What follows belongs to an exercise in optimizing a design on an open flow for a short achievable clock period and few clock cycles; a production flow would make more cautious choices. Only simulation tests tie the RTL to the original design; equivalence was not proved. Power and IR drop assume default switching activity.

==> flow/design.v <==
`timescale 1ns / 1ps
module cpu(clk,reset,imem_addr,imem_rdata,dmem_addr,dmem_wdata,dmem_we,dmem_rdata,r1,r2,r3,r4,r5,r10);
input clk,reset;
output [31:0] imem_addr;
input  [31:0] imem_rdata;
output [31:0] dmem_addr,dmem_wdata;
output dmem_we;
input  [31:0] dmem_rdata;
output [31:0] r1,r2,r3,r4,r5,r10;
function automatic sum_eq;
    input [31:0] x, y, v;
    input cin;
    reg [31:0] c;
    begin
        c = {((x[30:0] & y[30:0]) | ((x[30:0] ^ y[30:0]) & ~v[30:0])), cin};
        sum_eq = ((x ^ y ^ v) == c[31:0]);
    end
endfunction
reg  [31:1] pc_f;                
reg  [31:0] ir_d;                
reg  [31:1] pc_d;
reg         v_d;
reg  [31:0] opa_e, opb_e, sd_e;  
reg         fwa_e, fwb_e, fws_e; 
reg  [1:0]  op_e;                
reg  [4:0]  rd_e;
reg         wr_e, ld_e, st_e;
reg  [31:0] res_m, sd_m;
reg  [4:0]  rd_m;
reg         wr_m, ld_m, st_m;
reg  [31:0] rf [1:31];
reg         bv   [0:7];
reg  [6:0]  btag [0:7];
reg  [31:1] btgt [0:7];
assign imem_addr  = {pc_f, 1'b0};
assign dmem_addr  = res_m;
assign dmem_wdata = sd_m;
assign dmem_we    = st_m;
assign r1 = rf[1];
assign r2 = rf[2];
assign r3 = rf[3];
assign r4 = rf[4];
assign r5 = rf[5];
assign r10 = rf[10];
wire [31:0] wb_data = ld_m ? dmem_rdata : res_m;
integer i;
always @(posedge clk or posedge reset)
    if (reset) begin
        for (i = 1; i < 32; i = i + 1) rf[i] <= i;
    end else if (wr_m) begin
        rf[rd_m] <= wb_data;
    end
wire [31:0] a_e = fwa_e ? res_m : opa_e;
wire [31:0] b_e = fwb_e ? res_m : opb_e;
wire [31:0] s_e = fws_e ? res_m : sd_e;
reg  [31:0] alu_e;
always @(*)
    case (op_e)
        2'd0: alu_e = a_e + b_e;
        2'd1: alu_e = a_e - b_e;
        2'd2: alu_e = a_e & b_e;
        default: alu_e = a_e | b_e;
    endcase
function automatic ex_eq;
    input [31:0] v;
    begin
        case (op_e)
            2'd0: ex_eq = sum_eq(a_e, b_e, v, 1'b0);
            2'd1: ex_eq = sum_eq(a_e, ~b_e, v, 1'b1);
            2'd2: ex_eq = ((a_e & b_e) == v);
            default: ex_eq = ((a_e | b_e) == v);
        endcase
    end
endfunction
always @(posedge clk or posedge reset)
    if (reset) begin
        wr_m <= 1'b0;
        ld_m <= 1'b0;
        st_m <= 1'b0;
    end else begin
        wr_m <= wr_e;
        ld_m <= ld_e;
        st_m <= st_e;
    end
always @(posedge clk) begin
    res_m <= alu_e;
    sd_m  <= s_e;
    rd_m  <= rd_e;
end
wire [6:0] opc = ir_d[6:0];
wire is_lw  = (opc == 7'b0000011);
wire is_sw  = (opc == 7'b0100011);
wire is_beq = (opc == 7'b1100011);
wire is_alu = ~(is_lw | is_sw | is_beq);
wire [4:0] rs1 = ir_d[19:15];
wire [4:0] rs2 = ir_d[24:20];
wire [4:0] rd  = ir_d[11:7];
wire [3:0] funct = {ir_d[30], ir_d[14:12]};
wire [1:0] aluop = ~is_alu ? 2'd0 :
                   (funct == 4'b1000) ? 2'd1 :
                   (funct == 4'b0111) ? 2'd2 :
                   (funct == 4'b0110) ? 2'd3 : 2'd0;
wire [31:0] imm_i = {{20{ir_d[31]}}, ir_d[31:20]};
wire [31:0] imm_s = {{20{ir_d[31]}}, ir_d[31:25], ir_d[11:7]};
wire [31:1] off_b = {{19{ir_d[31]}}, ir_d[31], ir_d[7], ir_d[30:25], ir_d[11:8]};
wire [31:0] rf1 = (rs1 == 5'd0) ? 32'd0 : rf[rs1];
wire [31:0] rf2 = (rs2 == 5'd0) ? 32'd0 : rf[rs2];
wire e1 = wr_e && (rd_e == rs1);
wire e2 = wr_e && (rd_e == rs2);
wire m1 = wr_m && (rd_m == rs1);
wire m2 = wr_m && (rd_m == rs2);
wire use2 = ~is_lw;
wire same = (rs1 == rs2);
wire stall_ld  = ld_e && (e1 || (use2 && e2));
wire stall_beq = is_beq && !same && ((m1 && !e1 && ld_m) || (m2 && !e2 && ld_m));
wire stall = v_d && (stall_ld || stall_beq);
wire [31:0] va = m1 ? wb_data : rf1;
wire [31:0] vb = m2 ? wb_data : rf2;
wire [31:0] ca = m1 ? res_m : rf1;
wire [31:0] cb = m2 ? res_m : rf2;
wire beq_eq = same ? 1'b1 :
              e1   ? ex_eq(cb) :
              e2   ? ex_eq(ca) :
              (ca == cb);
wire taken = is_beq && beq_eq;
wire [31:1] tgt_d = pc_d + off_b;
wire [31:1] seq_d = pc_d + 31'd2;
wire [31:1] npc_d = taken ? tgt_d : seq_d;
wire ok_t = sum_eq({pc_d, 1'b0}, {off_b, 1'b0}, {pc_f, 1'b0}, 1'b0);
wire ok_n = sum_eq({pc_d, 1'b0}, 32'd4, {pc_f, 1'b0}, 1'b0);
wire go  = v_d && !stall;
wire mis = go && (taken ? !ok_t : !ok_n);
wire [2:0] fidx = pc_f[4:2];
wire [6:0] ftag = {pc_f[1], pc_f[10:5]};
wire bhit = bv[fidx] && (btag[fidx] == ftag);
wire [31:1] pred_f = bhit ? btgt[fidx] : pc_f + 31'd2;
always @(posedge clk or posedge reset)
    if (reset) begin
        pc_f <= 31'd0;
        v_d  <= 1'b0;
    end else if (mis) begin
        pc_f <= npc_d;
        v_d  <= 1'b0;
    end else if (!stall) begin
        pc_f <= pred_f;
        v_d  <= 1'b1;
    end
always @(posedge clk)
    if (!stall && !mis) begin
        ir_d <= imem_rdata;
        pc_d <= pc_f;
    end
wire [2:0] didx = pc_d[4:2];
wire [6:0] dtag = {pc_d[1], pc_d[10:5]};
always @(posedge clk or posedge reset)
    if (reset) begin
        for (i = 0; i < 8; i = i + 1) bv[i] <= 1'b0;
    end else if (go && is_beq) begin
        if (taken) bv[didx] <= 1'b1;
        else if (btag[didx] == dtag) bv[didx] <= 1'b0;
    end
always @(posedge clk)
    if (go && is_beq && taken) begin
        btag[didx] <= dtag;
        btgt[didx] <= tgt_d;
    end
always @(posedge clk or posedge reset)
    if (reset) begin
        wr_e <= 1'b0;
        ld_e <= 1'b0;
        st_e <= 1'b0;
    end else begin
        wr_e <= go && (is_alu || is_lw) && (rd != 5'd0);
        ld_e <= go && is_lw;
        st_e <= go && is_sw;
    end
always @(posedge clk) begin
    opa_e <= va;
    opb_e <= is_lw ? imm_i : is_sw ? imm_s : vb;
    sd_e  <= vb;
    fwa_e <= e1;
    fwb_e <= e2 && !is_lw && !is_sw;
    fws_e <= e2;
    op_e  <= aluop;
    rd_e  <= rd;
end
endmodule
==> flow/flow/run.sh <==
#!/bin/bash
set -euo pipefail
MARGIN=${MARGIN:-8.7}
bash standard.sh SETUP_SLACK_MARGIN=$MARGIN finish > flow_make.log 2>&1
==> flow/standard.sh <==
#!/bin/bash
# synth_recipe.tcl (not shown) runs the flow's synth.tcl, then flattens the netlist and writes it again
# the make line also repeats each setting of config.mk as NAME=value (left out here)
make -C /OpenROAD-flow-scripts/flow DESIGN_CONFIG=/design/flow/config.mk WORK_HOME=/design/flow/orfs CLKGATE_MAP_FILE= SYNTH_SCRIPT=/design/flow/synth_recipe.tcl "${@:-finish}"
==> flow/config.mk <==
export PLATFORM = sky130hd
export DESIGN_NAME = cpu
export DESIGN_NICKNAME = cpu
export VERILOG_FILES = /design/flow/design.v
export SDC_FILE = /design/flow/constraint.sdc
export NUM_CORES = 4
export LEC_CHECK = 0
export ABC_CLOCK_PERIOD_IN_PS = 3000
export CAP_MARGIN = 20
export CORE_MARGIN = 2
export CORE_UTILIZATION = 35
export PLACE_DENSITY = 0.55
export SETUP_SLACK_MARGIN = 5
export SLEW_MARGIN = 20
export TNS_END_PERCENT = 100
==> flow/constraint.sdc <==
create_clock -name core_clock -period 13.0 [get_ports {clk}]
set_input_delay 2.6000 -clock core_clock [delete_from_list [all_inputs] [get_ports {clk}]]
set_output_delay 2.6000 -clock core_clock [all_outputs]
set_load 0.01 [all_outputs]
==> impl_metrics.yaml, run 1 <==
synth:
  yosys_warnings: 3
  ys_ff_latch: 1583
  yosys.area_share.simple: 0.186
  synth-xor-area-share: 0.0408
  netlist_instances: 9073
  muxShareOfSynthArea: 0.0471
  syn_area_per_cell_sq_um: 9.57
  synth_compound_area_frac: 0.154
  ys_top_cells_by_area: "dfrtp_1, edfxtp_1, nand3_1"
  async_reset_ff_frac: 0.656
  synthFlopType: "dfrtp_1"
  yosys.area.top_type_share: 0.276
  synth_fa_ha_area_frac: 0.0602
  synth_edf_count: 367
  synth_fp_nets: 9463
  synth_area_leader_cell: "dfrtp_1"
  yosysSeqAreaShare: 0.468
  synth_area_sq_um: 86800
  synth_top_family_by_area: "simple AND/OR/NAND/NOR gates"
  synth_cell_types: 98
clock_tree:
  path_clk_slew_ps: 70
  cts_sinks: 1583
  cts_buffers: 181
  holdBufCountCts: 0
  cts_root_buffer: "clkbuf_16"
  h-tree-depth: 4
  clk_latency_ps: 940
  clockBufferDepth: 3
  cts_tree: "built"
worst_setup_path:
  reg2reg_setup_slack_ps: 6070
  r2r_cells: 23
  required_ps: 13800
  path_class: "reg2reg"
  path_common_cell: "buf_6"
  reg2reg_from: "ir_d[18]"
  start_kind: "flip-flop"
  critical-path-slowest-cell: "a2111oi_0"
  cp_data_arrival_time_ps: 7730
  end_kind: "flip-flop"
  cp_cell_sequence: "buf_6 -> buf_12 -> nor3b_2 -> buf_12 -> and2_2 -> buf_4 -> a2111oi_0 -> nor4bb_1 -> a211oi_2 -> a21o_1 -> xnor2_1 -> nand4_1 -> a2111oi_0 -> nand4_1 -> and3_4 -> o21bai_4 -> buf_6 -> a21oi_4 -> nor2_4 -> buf_4 -> buf_6 -> nand2_8 -> mux2i_2"
  cpPeakStageDelay_ps: 920
  critPathMaxFanout: 36
place:
  place_congestion: 1.06
  dp.cells: 12286
  port_buffers: 353
  pre_cts_ws_ps: 2860
  dp_hpwl_um: 326000
timing:
  period_needed_ps: 6930
  tightest_slew_ps: 1310
  clock_skew_ps: 100
  maxSlewViolCount: 0
  setup_violations: 0
  setup_ws_ps: 6070
  fin_crit_sh: 0.533
  fmax_ghz: 0.144
  rsz0062_at_grt: "yes"
  finalHoldViolations: 0
  relSlewSlack: 0.117
floorplan:
  core-area_sq_um: 246000
  ios: 355
  fp.dieW_um: 502
  fp.dieArea_sq_um: 252000
  initial_core_util: 0.352
  rows: 182
  die_h_um: 502
finish:
  layout_commonest_cell: "nand3_1"
  layout-drive-gt1-share: 0.258
  nets: 10377
  layout_common_cells: "nand3_1, nor2_1, a21oi_1"
  layoutNonFillerInstCount: 13512
  area.growth.synth_to_final_pct: 32.8
status:
  outcome: "timing/DRC/antenna clean"
pwr:
  powerDensity_nw_per_um2: 341
  ir_worst_vdd_mv: 0.152
  p_leak_nw: 45.9
global_route:
  grt_max_degree: 179
  grt_antenna_before_repair: 59
  grt.overflow.total: 0
  grt_use_total: 0.408
  first_global_vias: 83227
  grt_first_pass_wirelength_um: 712000
detailed_routing:
  drc: 0
  dr.pass1.iters: 15
  drt_wl_total_um: 534000
  drt_iter0_drc: 17076
  via_per_inst: 6.61
  wire_per_inst_um: 39.5
  dr_total_vias: 89342
  detail-route-antenna-nets: 0
flow_run:
  maxCapViolations: 0
min_path:
  hold_path_depth: 0
  min_to: "st_m"
  hp-class: "reg2reg"
  hold_start: "st_e"
[stage by stage]
stage | util | cell area, sq um | TNS [ps] | total power [mW] | hold WS [ps]
6_report | 0.468 | 115000 | 0 | 39.3 | 356
3_5_place_dp | 0.386 | 95100 | 0 | 28.1 | 340
4_1_cts | 0.456 | 112000 | 0 | 37.1 | 352
3_3_place_gp | 0.386 | 95000 | 0 | 28.0 | 347
2_1_floorplan | - | 87100 | -3682970 | 19.2 | 331
5_1_grt | 0.467 | 115000 | 0 | 40.3 | 378
[how the worst max path moves through the flow]
stage / start / end / slack, ps / depth (start not counted)
after floorplan: reset / bv[0] / -3840 / 1
after global placement: ir_d[17] / ir_d[19] / 2580 / 25
after detailed placement: ir_d[22] / ir_d[17] / 2860 / 25
after CTS: ir_d[24] / ir_d[24] / 6530 / 27
after global routing: ir_d[24] / btgt[1][27] / 6240 / 29
final: ir_d[18] / flip-flop / 6070 / 23
[flip-flops by register name, indices dropped and copies added (netlist names), 32 cells and up, named ones only]
name	count
opb_e	32
opa_e	32
sd_e	32
btgt	248
rf	992
ir_d	32
btag	56
sd_m	32
res_m	32
[final cells by class]
type                    count  area [sq um]
diodes                     62           155
repair buffers           1490         16500
repair inverters            1          16.3
well taps                3312          4140
flip-flops and latches   1583         41100
clock inverters            99          1390
multi-input cells        6556         46400
clock buffers             235          4980
fillers                 22928        131000
inverters                 174           694
[routing by layer]
| metal | up-vias | wire (um) | track usage |
|---|---|---|---|
| li1 | 34900 | - | - |
| met1 | 44149 | 198000 | 0.510 |
| met2 | 7806 | 212000 | 0.563 |
| met3 | 2457 | 73400 | 0.172 |
| met4 | 30 | 49500 | 0.286 |
| met5 | - | 598 | 0.0176 |
[kinds of logic after synthesis]
logic type | after synthesis
other | 1
and+or+nand+nor | 3345
DFF | 1583
adders and majority gates | 324
muxes | 291
AOI/OAI and AO/OA | 2172
xor gates and xnor gates | 405
buffers and inverters | 952
[Yosys cell counts (18+ instances only)]
library cell    n
a2111oi_0      55
a211oi_1       36
a21o_1         37
a21oi_1       790
a221o_1        30
a221oi_1       18
a22o_1         44
a22oi_1       317
a31oi_1        32
a32oi_1        25
and2_1         55
and3_1        198
buf_1          95
buf_2         120
clkbuf_1      543
dfrtp_1       958
dfstp_2        80
dfxtp_1       178
edfxtp_1      367
fa_1          156
ha_1          168
inv_1         172
mux2_2         39
mux2i_1       162
mux4_2         90
nand2_1       684
nand2b_1       23
nand3_1       874
nand4_1       297
nor2_1        869
nor2b_1        20
nor3_1         62
nor4_1        112
o211ai_1       39
o21ai_0       545
o21bai_1       30
o221ai_1       28
o22ai_1        25
or3_1          23
or4_1          27
xnor2_1       249
xor2_1        156
[repair_timing]
action / CTS / global route
resized for setup: 1914 / 311
cloned: 82 / 23
pin swaps: 178 / 117
setup endpoints to repair: 1152 / 887
setup buffers: 582 / 139
[critical path: cells and delay by family, from the launching register on]
family	cells	cell delay (ps)
buf+inv	7	1390
xor+xnor	1	310
compound gates	6	2070
flops	1	420
simple gates	8	2200
mux	1	360
[power by group]
part	leakage [nW]	total [mW]	internal, mW	switching (mW)
Sequential	15.7	10.3	7.61	2.70
Clock	3.07	5.54	3.15	2.39
Combinational	27.1	23.4	8.92	14.5
Testbench counts, summed over its fixed seeds: cycles 13,963.
==> inputs of run 2 (changes only) <==
==> flow/run.sh (new file) <==
#!/bin/bash
# synth_recipe.tcl (not shown) runs the flow's synth.tcl, then flattens the netlist and writes it again
# the make line also repeats each setting of config.mk as NAME=value (left out here)
make -C /OpenROAD-flow-scripts/flow DESIGN_CONFIG=/design/flow/config.mk WORK_HOME=/design/flow/orfs CLKGATE_MAP_FILE= SYNTH_SCRIPT=/design/flow/synth_recipe.tcl finish
--- a/flow/config.mk
+++ b/flow/config.mk
@@ -12,4 +12,3 @@
 export PLACE_DENSITY = 0.55
 export SETUP_SLACK_MARGIN = 5
 export SLEW_MARGIN = 20
-export TNS_END_PERCENT = 100
removed: flow/flow/run.sh
removed: flow/standard.sh
==> run 2 against run 1 <==
Compared with the run above: still clean; clock skew fell by 2.6 ps; count of clock-buffer cells in the layout grew 2; design area decreased by 11%; synthesized area stayed put; critical path depth down 2; clock power about the same; setup slack worse by 1200 ps; non-clock buffer count decreased by 744; register-to-register slack worse by 1200 ps; final cell count is 5.8% lower; sequential share of layout area increased by 4.0 points; first-iteration DRC count is 15% lower; critical path type unchanged; largest cell class unchanged; largest power group unchanged.
==> impl_metrics.yaml, run 2 <==
pwr:
  power.total_mw: 35.0
  ir_worst_vdd_mv: 0.206
  p_int_mw: 17.2
  power.clock.fraction: 0.159
  swShare: 0.507
  p_comb_frac: 0.535
  seq_power_share: 0.306
  powerDensity_nw_per_um2: 341
  p_leak_nw: 40.0
  switching_power_mw: 17.8
worst_setup_path:
  cpPeakStageDelay_ps: 790
  critical-path-slowest-cell: "a2111oi_1"
  cp_data_arrival_time_ps: 8690
  start_kind: "flip-flop"
  path_class: "reg2reg"
  cp_top_family: "simple AND/OR/NAND/NOR gates"
  reg2reg_setup_slack_ps: 4880
  crit_buf_inv: 6
  cp_cell_sequence: "buf_6 -> nor3b_4 -> buf_4 -> and2_1 -> buf_4 -> a22oi_1 -> nand3_1 -> or4_1 -> a32o_1 -> xor2_1 -> nand4_1 -> a2111oi_1 -> nand4_1 -> and3_1 -> o21ba_2 -> nor3_4 -> nor2_4 -> buf_12 -> nand2_8 -> clkinv_8 -> buf_16"
  reg2reg_to: "ir_d[27]"
  end_kind: "flip-flop"
  critPathMaxFanout: 43
  required_ps: 13570
  startpoint: "ir_d[23]"
  r2r_cells: 21
  reg2reg_from: "ir_d[23]"
synth:
  synth_cell_types: 98
  synth_area_leader_cell: "dfrtp_1"
  post-synth-top-count-cell: "dfrtp_1"
  synth_fp_nets: 9463
  synth-xor-area-share: 0.0408
  muxShareOfSynthArea: 0.0471
  synth_fa_ha_area_frac: 0.0602
  ys_top_cells_by_area: "dfrtp_1, edfxtp_1, nand3_1"
  yosysSeqAreaShare: 0.468
  yosys_warnings: 3
  synth_top_family_by_area: "simple AND/OR/NAND/NOR gates"
  synthTopCellsByCount: "dfrtp_1, nand3_1, nor2_1"
  netlist_instances: 9073
  synthFlopType: "dfrtp_1"
  yosys.area.top_type_share: 0.276
  syn_area_per_cell_sq_um: 9.57
  yosys.area_share.simple: 0.186
  synth_edf_count: 367
  synth_area_sq_um: 86800
  synth_compound_area_frac: 0.154
  ys_ff_latch: 1583
  async_reset_ff_frac: 0.656
timing:
  whs_ps: 360
  maxSlewViolCount: 0
  setup_ws_ps: 4880
  setup_violations: 0
  tightest_slew_ps: 1270
  fmax_ghz: 0.123
  clock_skew_ps: 97.7
  period_needed_ps: 8120
  relSlewSlack: 0.151
  rsz0062_at_grt: "no"
  finalHoldViolations: 0
  fin_crit_sh: 0.624
detailed_routing:
  drc: 0
  dr_total_vias: 82825
  wire_per_inst_um: 37.9
  detail-route-antenna-nets: 0
  drt_wl_total_um: 482000
  dr.pass1.iters: 10
  drt_iter0_drc: 14436
  via_per_inst: 6.51
status:
  outcome: "timing/DRC/antenna clean"
finish:
  largest_reg_flops: 992
  layout_commonest_cell: "dfrtp_1"
  layoutNonFillerInstCount: 12727
  layout_common_cells: "dfrtp_1, nand3_1, nor2_1"
  largest_registers: "rf x992, btgt x248, btag x56"
  top_register: "rf"
  area.growth.synth_to_final_pct: 18.3
  postLayoutCoreUtil: 0.417
  layout-drive-gt1-share: 0.124
  nets: 9623
floorplan:
  fp.dieArea_sq_um: 252000
  die_h_um: 502
  ios: 355
  rows: 182
  initial_core_util: 0.352
  core-area_sq_um: 246000
  fp.dieW_um: 502
clock_tree:
  cts_buffers: 180
  cts_tree: "built"
  h-tree-depth: 4
  holdBufCountCts: 0
  cts_sinks: 1583
  clk_latency_ps: 890
  path_clk_slew_ps: 60
  clockBufferDepth: 3
  cts_root_buffer: "clkbuf_16"
place:
  pre_cts_ws_ps: 3350
  dp.cells: 12301
  dp_hpwl_um: 326000
  port_buffers: 353
  place_congestion: 1.04
min_path:
  hold_path_depth: 0
  hold_start: "st_e"
  min_to: "st_m"
  hp-class: "reg2reg"
global_route:
  grt.overflow.total: 0
  grt_antenna_before_repair: 40
  first_global_vias: 77531
  grt_use_total: 0.373
  grt_first_pass_wirelength_um: 655000
  grt_max_degree: 160
flow_run:
  maxCapViolations: 0
-- run 2: kinds of logic (layout without fill, tap and decap cells) --
kind of cell | after synthesis | count (layout)
other cells | 1 | 29
flops | 1583 | 1583
xor+xnor | 405 | 405
fa+ha+maj | 324 | 324
buf+inv | 952 | 1256
simple gates | 3345 | 3355
compound gates | 2172 | 2172
mux | 291 | 291
-- run 2: repair_timing --
item                                    in CTS  in global routing
cloned                                       8                  4
pin swaps                                    8                 10
buffers inserted                            19                 26
endpoints found under the setup margin     408                359
gates resized for setup                     85                 53
-- run 2: per-layer routing --
layer	vias up	routed length, um	share of wire	GRT usage
li1	33266	-	-	-
met1	41296	189000	0.39	0.491
met2	6524	197000	0.41	0.529
met3	1713	58700	0.12	0.118
met4	26	37500	0.078	0.231
met5	-	153	0.00032	0
-- run 2: cell type report --
| class | count | area [sq um] |
|---|---|---|
| clock buffer | 237 | 4930 |
| fill | 24048 | 144000 |
| multi-input combinational | 6548 | 43900 |
| sequential | 1583 | 40700 |
| tap | 3312 | 4140 |
| timing repair buffer | 746 | 6860 |
| inverter | 174 | 669 |
| clock inverter | 99 | 1470 |
| antenna | 28 | 70.1 |
-- run 2: how the worst max path moves through the flow --
stage / slack, ps / depth (start not counted) / end
4_1_cts: 5000 / 26 / ir_d[27]
5_1_grt: 4960 / 26 / ir_d[27]
2_1_floorplan: -3840 / 1 / bv[0]
3_5_place_dp: 3350 / 26 / pc_d[16]
6_report: 4880 / 21 / ir_d[27]
3_3_place_gp: 3100 / 27 / ir_d[31]
-- run 2: power by group through the flow --
stage               logic, mW  clock network, mW  registers (mW)
floorplan                10.2                  0            8.98
global placement         17.4                  0            10.6
detailed placement       17.6                  0            10.6
CTS                      17.9               5.61            10.5
global route             19.6               5.80            10.7
finish                   18.7               5.56            10.7
-- run 2: stage by stage --
step                TNS (ps)  instance area, sq um
floorplan           -3682970                 86900
global placement           0                 94800
detailed placement         0                 95000
CTS                        0                102000
global route               0                103000
finish                     0                103000

==> port drivers added, routing unchanged <==
How much do the figures lean on ideal ports? The routed layouts below were timed once more, with nothing changed but the port constraints.
Step 1 assumes that a clkbuf_16 drives the clock port and a buf_2 every other input.
Step 2 times the ports against the registers' clock, not the clock port: input delays grow and output delays shrink by t, the midpoint of the rising clock arrivals with the driver on.
Three values: no drivers, after step 1, after step 2; two values: the first two.
| run | shift t [ns] | setup slack, ns | worst setup path after step 2 | worst register clock-pin slew, ns |
|---|---|---|---|---|
| run 1 | 0.989 | 6.071 / 6.071 / 6.071 | register to register | 0.07 / 0.07 |
| run 2 | 0.952 | 4.885 / 4.885 / 4.885 | register to register | 0.07 / 0.07 |
After both steps every run listed still meets setup and hold.
